What follows belongs to an exercise in optimizing a design on an open flow for small area; a production flow would make more cautious choices.
Only simulation tests tie the RTL to the original design; equivalence was not proved.
Power is estimated from default activity; no workload was simulated.

### design/flow/design.v
`timescale 1ns / 1ps
module CRC32_64bKEEP(
  input             i_clk       ,
  input             i_rst       ,
  input             i_en        ,
  input  [7 :0]     i_data      ,
  input  [7 :0]     i_data_1    ,
  input  [7 :0]     i_data_2    ,
  input  [7 :0]     i_data_3    ,
  input  [7 :0]     i_data_4    ,
  input  [7 :0]     i_data_5    ,
  input  [7 :0]     i_data_6    ,
  input  [7 :0]     i_data_7    ,
  output [31:0]     o_crc_8     , 
  output [31:0]     o_crc_1     , 
  output [31:0]     o_crc_2     , 
  output [31:0]     o_crc_3     , 
  output [31:0]     o_crc_4     , 
  output [31:0]     o_crc_5     , 
  output [31:0]     o_crc_6     , 
  output [31:0]     o_crc_7       
);
    wire [7 :0] d[0:7];
    wire [31:0] c[0:7];
    wire [31:0] newcrc[0:7];
    reg  [31:0] ro_crc[0:7];
    assign o_crc_8 = ro_crc[7];
    assign o_crc_1 = ro_crc[0];
    assign o_crc_2 = ro_crc[1];
    assign o_crc_3 = ro_crc[2];
    assign o_crc_4 = ro_crc[3];
    assign o_crc_5 = ro_crc[4];
    assign o_crc_6 = ro_crc[5];
    assign o_crc_7 = ro_crc[6];
    assign d[0] = {i_data[0],i_data[1],i_data[2],i_data[3],i_data[4],i_data[5],i_data[6],i_data[7]}; 
    assign d[1] = {i_data_1[0],i_data_1[1],i_data_1[2],i_data_1[3],i_data_1[4],i_data_1[5],i_data_1[6],i_data_1[7]};
    assign d[2] = {i_data_2[0],i_data_2[1],i_data_2[2],i_data_2[3],i_data_2[4],i_data_2[5],i_data_2[6],i_data_2[7]};
    assign d[3] = {i_data_3[0],i_data_3[1],i_data_3[2],i_data_3[3],i_data_3[4],i_data_3[5],i_data_3[6],i_data_3[7]};
    assign d[4] = {i_data_4[0],i_data_4[1],i_data_4[2],i_data_4[3],i_data_4[4],i_data_4[5],i_data_4[6],i_data_4[7]};
    assign d[5] = {i_data_5[0],i_data_5[1],i_data_5[2],i_data_5[3],i_data_5[4],i_data_5[5],i_data_5[6],i_data_5[7]};
    assign d[6] = {i_data_6[0],i_data_6[1],i_data_6[2],i_data_6[3],i_data_6[4],i_data_6[5],i_data_6[6],i_data_6[7]};
    assign d[7] = {i_data_7[0],i_data_7[1],i_data_7[2],i_data_7[3],i_data_7[4],i_data_7[5],i_data_7[6],i_data_7[7]};
    assign c[0]  = 32'hffffffff;
genvar i ;
generate for(i = 0 ; i < 8 ; i = i + 1)
begin
    assign newcrc[i][0]  = i_en ? d[i][6] ^ d[i][0] ^ c[i][24] ^ c[i][30] : 'd0;
    assign newcrc[i][1]  = i_en ? d[i][7] ^ d[i][6] ^ d[i][1] ^ d[i][0] ^ c[i][24] ^ c[i][25] ^ c[i][30] ^ c[i][31]: 'd0;
    assign newcrc[i][2]  = i_en ? d[i][7] ^ d[i][6] ^ d[i][2] ^ d[i][1] ^ d[i][0] ^ c[i][24] ^ c[i][25] ^ c[i][26] ^ c[i][30] ^ c[i][31]: 'd0;
    assign newcrc[i][3]  = i_en ? d[i][7] ^ d[i][3] ^ d[i][2] ^ d[i][1] ^ c[i][25] ^ c[i][26] ^ c[i][27] ^ c[i][31]: 'd0;
    assign newcrc[i][4]  = i_en ? d[i][6] ^ d[i][4] ^ d[i][3] ^ d[i][2] ^ d[i][0] ^ c[i][24] ^ c[i][26] ^ c[i][27] ^ c[i][28] ^ c[i][30]: 'd0;
    assign newcrc[i][5]  = i_en ? d[i][7] ^ d[i][6] ^ d[i][5] ^ d[i][4] ^ d[i][3] ^ d[i][1] ^ d[i][0] ^ c[i][24] ^ c[i][25] ^ c[i][27] ^ c[i][28] ^ c[i][29] ^ c[i][30] ^ c[i][31]: 'd0;
    assign newcrc[i][6]  = i_en ? d[i][7] ^ d[i][6] ^ d[i][5] ^ d[i][4] ^ d[i][2] ^ d[i][1] ^ c[i][25] ^ c[i][26] ^ c[i][28] ^ c[i][29] ^ c[i][30] ^ c[i][31]: 'd0;
    assign newcrc[i][7]  = i_en ? d[i][7] ^ d[i][5] ^ d[i][3] ^ d[i][2] ^ d[i][0] ^ c[i][24] ^ c[i][26] ^ c[i][27] ^ c[i][29] ^ c[i][31]: 'd0;
    assign newcrc[i][8]  = i_en ? d[i][4] ^ d[i][3] ^ d[i][1] ^ d[i][0] ^ c[i][0] ^ c[i][24] ^ c[i][25] ^ c[i][27] ^ c[i][28]: 'd0;
    assign newcrc[i][9]  = i_en ? d[i][5] ^ d[i][4] ^ d[i][2] ^ d[i][1] ^ c[i][1] ^ c[i][25] ^ c[i][26] ^ c[i][28] ^ c[i][29]: 'd0;
    assign newcrc[i][10] = i_en ? d[i][5] ^ d[i][3] ^ d[i][2] ^ d[i][0] ^ c[i][2] ^ c[i][24] ^ c[i][26] ^ c[i][27] ^ c[i][29]: 'd0;
    assign newcrc[i][11] = i_en ? d[i][4] ^ d[i][3] ^ d[i][1] ^ d[i][0] ^ c[i][3] ^ c[i][24] ^ c[i][25] ^ c[i][27] ^ c[i][28]: 'd0;
    assign newcrc[i][12] = i_en ? d[i][6] ^ d[i][5] ^ d[i][4] ^ d[i][2] ^ d[i][1] ^ d[i][0] ^ c[i][4] ^ c[i][24] ^ c[i][25] ^ c[i][26] ^ c[i][28] ^ c[i][29] ^ c[i][30]: 'd0;
    assign newcrc[i][13] = i_en ? d[i][7] ^ d[i][6] ^ d[i][5] ^ d[i][3] ^ d[i][2] ^ d[i][1] ^ c[i][5] ^ c[i][25] ^ c[i][26] ^ c[i][27] ^ c[i][29] ^ c[i][30] ^ c[i][31]: 'd0;
    assign newcrc[i][14] = i_en ? d[i][7] ^ d[i][6] ^ d[i][4] ^ d[i][3] ^ d[i][2] ^ c[i][6] ^ c[i][26] ^ c[i][27] ^ c[i][28] ^ c[i][30] ^ c[i][31]: 'd0;
    assign newcrc[i][15] = i_en ? d[i][7] ^ d[i][5] ^ d[i][4] ^ d[i][3] ^ c[i][7] ^ c[i][27] ^ c[i][28] ^ c[i][29] ^ c[i][31]: 'd0;
    assign newcrc[i][16] = i_en ? d[i][5] ^ d[i][4] ^ d[i][0] ^ c[i][8] ^ c[i][24] ^ c[i][28] ^ c[i][29]: 'd0;
    assign newcrc[i][17] = i_en ? d[i][6] ^ d[i][5] ^ d[i][1] ^ c[i][9] ^ c[i][25] ^ c[i][29] ^ c[i][30]: 'd0;
    assign newcrc[i][18] = i_en ? d[i][7] ^ d[i][6] ^ d[i][2] ^ c[i][10] ^ c[i][26] ^ c[i][30] ^ c[i][31]: 'd0;
    assign newcrc[i][19] = i_en ? d[i][7] ^ d[i][3] ^ c[i][11] ^ c[i][27] ^ c[i][31]: 'd0;
    assign newcrc[i][20] = i_en ? d[i][4] ^ c[i][12] ^ c[i][28]: 'd0;
    assign newcrc[i][21] = i_en ? d[i][5] ^ c[i][13] ^ c[i][29]: 'd0;
    assign newcrc[i][22] = i_en ? d[i][0] ^ c[i][14] ^ c[i][24]: 'd0;
    assign newcrc[i][23] = i_en ? d[i][6] ^ d[i][1] ^ d[i][0] ^ c[i][15] ^ c[i][24] ^ c[i][25] ^ c[i][30]: 'd0;
    assign newcrc[i][24] = i_en ? d[i][7] ^ d[i][2] ^ d[i][1] ^ c[i][16] ^ c[i][25] ^ c[i][26] ^ c[i][31]: 'd0;
    assign newcrc[i][25] = i_en ? d[i][3] ^ d[i][2] ^ c[i][17] ^ c[i][26] ^ c[i][27]: 'd0;
    assign newcrc[i][26] = i_en ? d[i][6] ^ d[i][4] ^ d[i][3] ^ d[i][0] ^ c[i][18] ^ c[i][24] ^ c[i][27] ^ c[i][28] ^ c[i][30]: 'd0;
    assign newcrc[i][27] = i_en ? d[i][7] ^ d[i][5] ^ d[i][4] ^ d[i][1] ^ c[i][19] ^ c[i][25] ^ c[i][28] ^ c[i][29] ^ c[i][31]: 'd0;
    assign newcrc[i][28] = i_en ? d[i][6] ^ d[i][5] ^ d[i][2] ^ c[i][20] ^ c[i][26] ^ c[i][29] ^ c[i][30]: 'd0;
    assign newcrc[i][29] = i_en ? d[i][7] ^ d[i][6] ^ d[i][3] ^ c[i][21] ^ c[i][27] ^ c[i][30] ^ c[i][31]: 'd0;
    assign newcrc[i][30] = i_en ? d[i][7] ^ d[i][4] ^ c[i][22] ^ c[i][28] ^ c[i][31]: 'd0;
    assign newcrc[i][31] = i_en ? d[i][5] ^ c[i][23] ^ c[i][29]: 'd0;
    if(i > 0) begin
        assign c[i] = newcrc[i - 1];
    end
always@(posedge i_clk)
begin
  if(i_rst)
    ro_crc[i] <= 'd0;
  else 
    ro_crc[i] <= ~{
                  newcrc[i][0],newcrc[i][1],newcrc[i][2],newcrc[i][3],newcrc[i][4],newcrc[i][5],newcrc[i][6],newcrc[i][7],
                  newcrc[i][8],newcrc[i][9],newcrc[i][10],newcrc[i][11],newcrc[i][12],newcrc[i][13],newcrc[i][14],newcrc[i][15],
                  newcrc[i][16],newcrc[i][17],newcrc[i][18],newcrc[i][19],newcrc[i][20],newcrc[i][21],newcrc[i][22],newcrc[i][23],
                  newcrc[i][24],newcrc[i][25],newcrc[i][26],newcrc[i][27],newcrc[i][28],newcrc[i][29],newcrc[i][30],newcrc[i][31]
                  };
end
end
endgenerate
endmodule
`timescale 1ns / 1ps
module Hash_locating#(
    parameter       P_OUTPORT_WIDTH = 4     ,
    parameter       P_TABLE_DEPTH   = 16    ,
    parameter       P_MYTOR_ADDR    = 0     
)(
    input                           i_clk               ,
    input                           i_rst               ,
    input  [47:0]                   i_update_dest_mac   ,
    input  [P_OUTPORT_WIDTH - 1:0]  i_update_outport    ,
    input                           i_update_flag       ,
    input                           i_update_valid      ,
    input                           i_seek_valid        ,
    input  [47:0]                   i_seek_dest_mac     ,
    input  [2 :0]                   i_seek_id           ,
    output [P_OUTPORT_WIDTH - 1:0]  o_seek_outport      ,
    output [2 + 1 :0]               o_seek_id           ,
    output                          o_seek_flag         ,
    output                          o_seek_valid        
);
reg                             ri_seek_valid    ;
reg  [47:0]                     ri_seek_dest_mac ;
reg  [2 :0]                     ri_seek_id       ;
reg  [P_OUTPORT_WIDTH - 1:0]    ro_seek_outport ;
reg  [2 :0]                     ro_seek_id      ;
reg                             ro_seek_flag    ;
reg                             ro_seek_valid   ;
reg  [4*(48 + 1 + P_OUTPORT_WIDTH) - 1 : 0] mac_addr_table  [P_TABLE_DEPTH - 1 : 0];
reg  [2 : 0] mac_addr_num  [P_TABLE_DEPTH - 1 : 0];
integer i;
reg  [47:0]                     ri_update_dest_mac ;
reg  [P_OUTPORT_WIDTH - 1:0]    ri_update_outport  ;
reg                             ri_update_valid    ;
reg                             ri_update_flag     ; 
wire [31:0]     w_crc32_result  ;
wire [3 :0]     w_hash_addr     ;
wire [47:0]     w_crc_mac       ;
assign w_hash_addr = w_crc32_result[3 :0]   ;
assign w_crc_mac =  i_update_valid ? i_update_dest_mac : 
                    i_seek_valid ? i_seek_dest_mac : 'd0;
assign o_seek_outport  = ro_seek_outport ;
assign o_seek_id       = {ro_seek_id,ro_seek_flag};
assign o_seek_flag     = ro_seek_flag    ;
assign o_seek_valid    = ro_seek_valid   ;
CRC32_64bKEEP CRC32_64bKEEP_u0(
  .i_clk            (i_clk              ),
  .i_rst            (i_rst              ),
  .i_en             (i_update_valid || i_seek_valid),
  .i_data           (w_crc_mac[47:40]   ),
  .i_data_1         (w_crc_mac[39:32]   ),
  .i_data_2         (w_crc_mac[31:24]   ),
  .i_data_3         (w_crc_mac[23:16]   ),
  .i_data_4         (w_crc_mac[15: 8]   ),
  .i_data_5         (w_crc_mac[7 : 0]   ),
  .i_data_6         (8'd0),
  .i_data_7         (8'd0),
  .o_crc_8          (), 
  .o_crc_1          (), 
  .o_crc_2          (), 
  .o_crc_3          (), 
  .o_crc_4          (), 
  .o_crc_5          (), 
  .o_crc_6          (w_crc32_result             ), 
  .o_crc_7          ()  
);
always @(posedge i_clk) begin
    if(i_rst)
        ri_update_valid    <= 'd0;
    else if(i_update_valid)begin
        ri_update_dest_mac <= i_update_dest_mac     ;
        ri_update_outport  <= i_update_outport      ;
        ri_update_valid    <= i_update_valid        ;
        ri_update_flag     <= i_update_flag         ;
    end
    else begin
        ri_update_dest_mac <= ri_update_dest_mac    ;
        ri_update_outport  <= ri_update_outport     ;
        ri_update_valid    <= 0       ;
        ri_update_flag     <= ri_update_flag        ;
    end
end
always @(posedge i_clk) begin
    if(i_rst)begin
        for(i = 0; i < P_TABLE_DEPTH; i = i + 1)
            mac_addr_num[i] <= 'd0;
    end
    else if(ri_update_valid)
        mac_addr_num[w_hash_addr] <= mac_addr_num[w_hash_addr] + 1'd1;
    else
        mac_addr_num[w_hash_addr] <= mac_addr_num[w_hash_addr];
end
always @(posedge i_clk) begin
    if(i_rst)begin
        for(i = 0; i < P_TABLE_DEPTH; i = i + 1)
            mac_addr_table[i] <= 'd0;
    end
    else if(ri_update_valid)begin
        case(mac_addr_num[w_hash_addr])
            0 : mac_addr_table[w_hash_addr][0 +: (48 + 1 + P_OUTPORT_WIDTH)] <= {ri_update_outport,ri_update_flag,ri_update_dest_mac};
            1 : mac_addr_table[w_hash_addr][1*(48 + 1 + P_OUTPORT_WIDTH) +: (48 + 1 + P_OUTPORT_WIDTH)] <= {ri_update_outport,ri_update_flag,ri_update_dest_mac};
            2 : mac_addr_table[w_hash_addr][2*(48 + 1 + P_OUTPORT_WIDTH) +: (48 + 1 + P_OUTPORT_WIDTH)] <= {ri_update_outport,ri_update_flag,ri_update_dest_mac};
            3 : mac_addr_table[w_hash_addr][3*(48 + 1 + P_OUTPORT_WIDTH) +: (48 + 1 + P_OUTPORT_WIDTH)] <= {ri_update_outport,ri_update_flag,ri_update_dest_mac};
            default : mac_addr_table[w_hash_addr] <=  mac_addr_table[w_hash_addr];
        endcase
    end
    else
        mac_addr_table[w_hash_addr] <= mac_addr_table[w_hash_addr];
end
always @(posedge i_clk) begin
    if(i_rst)
        ri_seek_valid    <= 'd0;
    else if(i_seek_valid)begin
        ri_seek_valid    <= i_seek_valid   ;
        ri_seek_dest_mac <= i_seek_dest_mac;
        ri_seek_id       <= i_seek_id      ;        
    end
    else begin
        ri_seek_valid    <= 0               ;
        ri_seek_dest_mac <= ri_seek_dest_mac;
        ri_seek_id       <= ri_seek_id      ;   
    end
end
always @(posedge i_clk) begin
    if(i_rst)begin
        ro_seek_flag    <= 'd0;
        ro_seek_outport <= 'd0;
        ro_seek_id      <= 'd0;
        ro_seek_valid   <= 'd0;
    end
    else if(ri_seek_valid)begin
        if(mac_addr_table[w_hash_addr][0 +: 48] == ri_seek_dest_mac)begin
            ro_seek_flag    <= mac_addr_table[w_hash_addr][48 +: 1];
            ro_seek_outport <= mac_addr_table[w_hash_addr][48 + 1 +: P_OUTPORT_WIDTH];
            ro_seek_id      <= ri_seek_id;
            ro_seek_valid   <= 'd1;
        end
        else if(mac_addr_table[w_hash_addr][1 * (48 + 1 + P_OUTPORT_WIDTH)  +: 48] == ri_seek_dest_mac)begin
            ro_seek_flag    <= mac_addr_table[w_hash_addr][1 * (48 + 1 + P_OUTPORT_WIDTH) + 48 +: 1];
            ro_seek_outport <= mac_addr_table[w_hash_addr][1 * (48 + 1 + P_OUTPORT_WIDTH) + 48 + 1 +: P_OUTPORT_WIDTH];
            ro_seek_id      <= ri_seek_id;
            ro_seek_valid   <= 'd1;
        end
        else if(mac_addr_table[w_hash_addr][2 * (48 + 1 + P_OUTPORT_WIDTH)  +: 48] == ri_seek_dest_mac)begin
            ro_seek_flag    <= mac_addr_table[w_hash_addr][2 * (48 + 1 + P_OUTPORT_WIDTH) + 48 +: 1];
            ro_seek_outport <= mac_addr_table[w_hash_addr][2 * (48 + 1 + P_OUTPORT_WIDTH) + 48 + 1 +: P_OUTPORT_WIDTH];
            ro_seek_id      <= ri_seek_id;
            ro_seek_valid   <= 'd1;
        end
        else if(mac_addr_table[w_hash_addr][3 * (48 + 1 + P_OUTPORT_WIDTH)  +: 48] == ri_seek_dest_mac)begin
            ro_seek_flag    <= mac_addr_table[w_hash_addr][3 * (48 + 1 + P_OUTPORT_WIDTH) + 48 +: 1];
            ro_seek_outport <= mac_addr_table[w_hash_addr][3 * (48 + 1 + P_OUTPORT_WIDTH) + 48 + 1 +: P_OUTPORT_WIDTH];
            ro_seek_id      <= ri_seek_id;
            ro_seek_valid   <= 'd1;
        end
        else begin
            ro_seek_flag    <= 'd0;
            ro_seek_outport <= 'd0;
            ro_seek_id      <= 'd0;
            ro_seek_valid   <= 'd0;
        end
    end
    else begin
        ro_seek_flag    <= 'd0;
        ro_seek_outport <= 'd0;
        ro_seek_id      <= 'd0;
        ro_seek_valid   <= 'd0;
    end
end
endmodule
### design/flow/run.sh
#!/bin/bash
# synth_recipe.tcl (not shown) runs the flow's synth.tcl, then flattens the netlist and writes it again
# the make line also repeats each setting of config.mk as NAME=value (left out here)
make -C /OpenROAD-flow-scripts/flow DESIGN_CONFIG=/design/flow/config.mk WORK_HOME=/design/flow/orfs CLKGATE_MAP_FILE= SYNTH_SCRIPT=/design/flow/synth_recipe.tcl finish
### design/flow/config.mk
export PLATFORM = sky130hd
export DESIGN_NAME = Hash_locating
export DESIGN_NICKNAME = Hash_locating
export VERILOG_FILES = /design/flow/design.v
export SDC_FILE = /design/flow/constraint.sdc
export NUM_CORES = 4
export LEC_CHECK = 0
export CAP_MARGIN = 20
export CORE_MARGIN = 2
export CORE_UTILIZATION = 45
export PLACE_DENSITY = 0.6
export SLEW_MARGIN = 20
### design/flow/constraint.sdc
create_clock -name core_clock -period 10.0 [get_ports {i_clk}]
set_input_delay 2.0000 -clock core_clock [delete_from_list [all_inputs] [get_ports {i_clk}]]
set_output_delay 2.0000 -clock core_clock [all_outputs]
set_load 0.01 [all_outputs]
==> summary.txt <==
-- layout make-up --
class                   count  area (um^2)  area share
flip-flops and latches   3559       107000       0.613
multi-input cells        5893        46500       0.267
clock buffers             464         9800      0.0563
well taps                4578         5730      0.0329
repair buffers            407         3520      0.0202
clock inverters           189         1660     0.00951
inverters                  10         37.5    0.000216
diodes                     14         35.0    0.000201
-- per-stage QoR --
stage,setup slack [ns],area (um^2),cells,hold slack [ns],util
2_1_floorplan,4.06,156000,10405,0.420,-
3_3_place_gp,3.44,162000,14438,0.439,0.469
3_5_place_dp,3.34,162000,14442,0.442,0.469
4_1_cts,3.32,174000,15095,0.461,0.502
6_report,3.27,174000,15114,0.459,0.504
5_1_grt,2.99,174000,15105,0.469,0.504
-- cells in the mapped netlist, drive strengths merged, types with 5 or more instances --
cell type     n  area share
inv          10     0.00024
nor2       3467       0.084
nand2b       70      0.0028
o22ai        15     0.00060
xor2         71      0.0044
xnor3        14      0.0020
dfxtp        15      0.0019
xnor2       370       0.021
o21ai        12     0.00039
a21oi       217      0.0085
buf         413       0.013
o21bai        5     0.00024
mux4        946        0.14
nor2b        65      0.0027
edfxtp     3544        0.68
ha            5     0.00040
o221ai        5     0.00028
and3          7     0.00028
clkbuf      530       0.013
a21o         16     0.00077
mux2i         5     0.00032
nor4         12     0.00048
a22oi       295       0.015
nand4        48      0.0019
nand2       218      0.0053
-- cells by family after synthesis --
group / after synthesis / synth area share
DFF: 3559 / 0.685
xor gates and xnor gates: 456 / 0.0278
adders and majority gates: 5 / 0.000401
AOI/OAI and AO/OA: 576 / 0.0261
muxes: 953 / 0.137
and+or+nand+nor: 3903 / 0.0975
buffers and inverters: 953 / 0.0261
-- sequential cells by signal (all words and copies together) (netlist names) --
signal,flops
ri_update_flag,1
ri_update_valid,1
ri_update_outport,4
ri_update_dest_mac,48
mac_addr_table,3392
ro_seek_id,3
ri_seek_id,3
ro_seek_outport,4
mac_addr_num,48
w_hash_addr,4
ri_seek_valid,1
ri_seek_dest_mac,48
ro_seek_flag,1
ro_seek_valid,1
-- layout by cell type, fill, tap and decap left out, types with 6 or more instances in the layout --
| master | count |
|---|---|
| xnor2_2 | 8 |
| xnor3_1 | 14 |
| a21oi_2 | 198 |
| nand4_1 | 48 |
| a22oi_2 | 7 |
| clkinv_1 | 84 |
| bufinv_16 | 28 |
| clkinv_2 | 57 |
| nor2b_1 | 60 |
| nor4_1 | 12 |
| xor2_2 | 6 |
| clkbuf_1 | 84 |
| diode_2 | 14 |
| mux4_2 | 946 |
| inv_1 | 10 |
| buf_12 | 12 |
| and3_1 | 7 |
| a21o_1 | 16 |
| nand2b_4 | 64 |
| clkdlybuf4s50_1 | 115 |
| xor2_1 | 64 |
| nand2_4 | 64 |
| nor2_1 | 3465 |
| o21ai_0 | 10 |
| clkbuf_16 | 378 |
| o22ai_1 | 15 |
| xnor2_1 | 362 |
| dfxtp_1 | 11 |
| nand2_1 | 154 |
| edfxtp_1 | 3544 |
| buf_4 | 274 |
| a22oi_1 | 285 |
| clkinvlp_4 | 8 |
| nand2b_1 | 6 |
| a21oi_1 | 19 |
-- worst max-delay path, cell delays in order (launching register included) --
cell	delay [ns]
dfxtp_4	0.87
buf_12	0.56
buf_4	0.81
mux4_2	0.59
mux4_2	0.53
xnor2_1	0.16
nand4_1	0.11
nor4_1	1.03
nand3_1	0.87
nand3_1	0.27
o21bai_1	0.23
inv_1	0.20
and2_1	0.14
-- routing by layer --
layer / vias to the layer above / share of wire / global-route usage
met5: - / 0.00031 / 0.00257
met1: 49400 / 0.34 / 0.378
met2: 5976 / 0.46 / 0.465
met4: 8 / 0.079 / 0.205
li1: 37941 / - / -
met3: 1243 / 0.12 / 0.0798
-- path summary, 6_finish.rpt --
| check | from | end | slack [ns] |
|---|---|---|---|
| setup / recovery | w_hash_addr[0]$_SDFF_PP0_ | ro_seek_id[0]$_SDFF_PP0_ | 3.27 |
| hold / removal | ri_seek_id[0]$_DFFE_PP_ | ro_seek_id[0]$_SDFF_PP0_ | 0.46 |
| setup reg to reg | w_hash_addr[0]$_SDFF_PP0_ | ro_seek_id[0]$_SDFF_PP0_ | 3.27 |
| hold reg to reg | ri_seek_id[0]$_DFFE_PP_ | ro_seek_id[0]$_SDFF_PP0_ | 0.46 |
-- power by group --
| part | switching, mW | internal [mW] | leakage [nW] |
|---|---|---|---|
| logic | 10.3 | 5.63 | 16.2 |
| registers | 0.520 | 18.2 | 36.8 |
| clock network | 5.79 | 7.62 | 5.59 |
| total | 16.6 | 31.5 | 58.6 |
==> summary.txt <==
* Worst slew margin at 0.126
* Skew-Pair Late Insertion Delay at 0.98 ns
* Port buffer count at 117
* Status: finished clean
* Die ar. at 351000 um^2
* CP Launch Type: register
* Syn_nets at 10518
* Final nets at 10351
* WS Path Type: register to register
* TNS Setup at 0 ns
* Root buf cell: clkbuf_16
* Data required, critical path at 10.90 ns
* CTS clock-pin slew for the worst setup and hold paths at 0.07 ns
* Vias in the first global route at 94511
* Syn avg cell area at 15.0 um^2
* Cell count after synthesis at 10405
* Setup-failing EPs final at 0
* Slew @ Worst Pin at 1.31 ns
* Seq cells post-synth at 3559
* CTS tree: built
* Fillers at 28698
* Yosys cell types at 51
* Clock Sinks at 3559
* Drt wl/cell at 35.4 um
* Worst setup EP type: register
* Final routed DRC violation total at 0
* Worst hold-check path type: register to register
* Routed wire length at 535000 um
* Worst IR Drop VDD at 210 uV
* GRT Total Usage at 0.303
* CTS Hold Bufs at 0
* Initial Utilization at 0.451
* CTS max path bufs at 4
* Yosys warning count at 3
* Post-synth ARST share at 0
* CORE AREA at 345000 um^2
* Layout cells sized above 1 at 0.199
* Worst-path maximum fanout at 81
* Main flop type after synthesis: edfxtp_1
* Area delta synth->final at 11.7%
* LEAKAGE at 58.6 nW
* DRT antenna net count at 0
* Rows at 216
* Initial antenna violation count at 11
* Slew Viols, Final at 0
* Post-synthesis sequential area ratio at 0.685
* Chip Width at 592 um
* First-pass GRT wire length at 735000 um
* MaxCap Viol Count at 0
* Num ports at 118
* Worst Hold Depth at 1
* PD cells at 276 nW/um^2
* Largest net degree at the start of global routing at 122
* Max Clk Rate at 149 MHz
* Total power draw at 48.1 mW
* H-tree depth at 5
* Clock skew at 0.0568 ns
* RSZ-0062 raised after global routing: no
* HPWL Detailed at 291000 um
* Critical path arrival at 7.63 ns
* Via density at 6.26
* Post-CTS sizing at 0
* Final Hold Fails at 0
* Crit path time final at 6.73 ns
* Starting DRC count in detailed routing at 13001
* GPL Wtd Cong at 0.903
* Final worst-path cycle share at 0.673
* Post-CTS Setup Repair Bufs at 0
* CTS buffer count at 367
* EDFF count, synth at 3544
* Via Count at 94568
* Total congestion overflow at 0
* DIE HEIGHT at 592 um
* Netlist Area Pre-Place at 156000 um^2
* Drt first pass iters at 6
* Reg2Reg Depth at 12

## static timing again, ports no longer ideal
No port has a modelled driver above. Below, the same layout with a new extraction and two added sets of constraints. Step 1 sets driving cells, clkbuf_16 on the clock port and buf_2 on the other inputs (assumed; they add their load-dependent delay and slew). Step 2 also shifts input and output timing later by t, the mid clock arrival at the registers, as if the neighbouring blocks saw the same clock. Slacks: ideal / step 1 / step 2; pairs: ideal / step 1.
t (ns): 1.062
slack for setup (ns): 3.269 / 3.269 / 3.269
slew at the worst register clock pin (ns): 0.07 / 0.07
After both steps setup and hold are still met in this run. For this run, drivers alone change the setup slack by 0.000 ns; drivers and shift together by 0.000 ns.
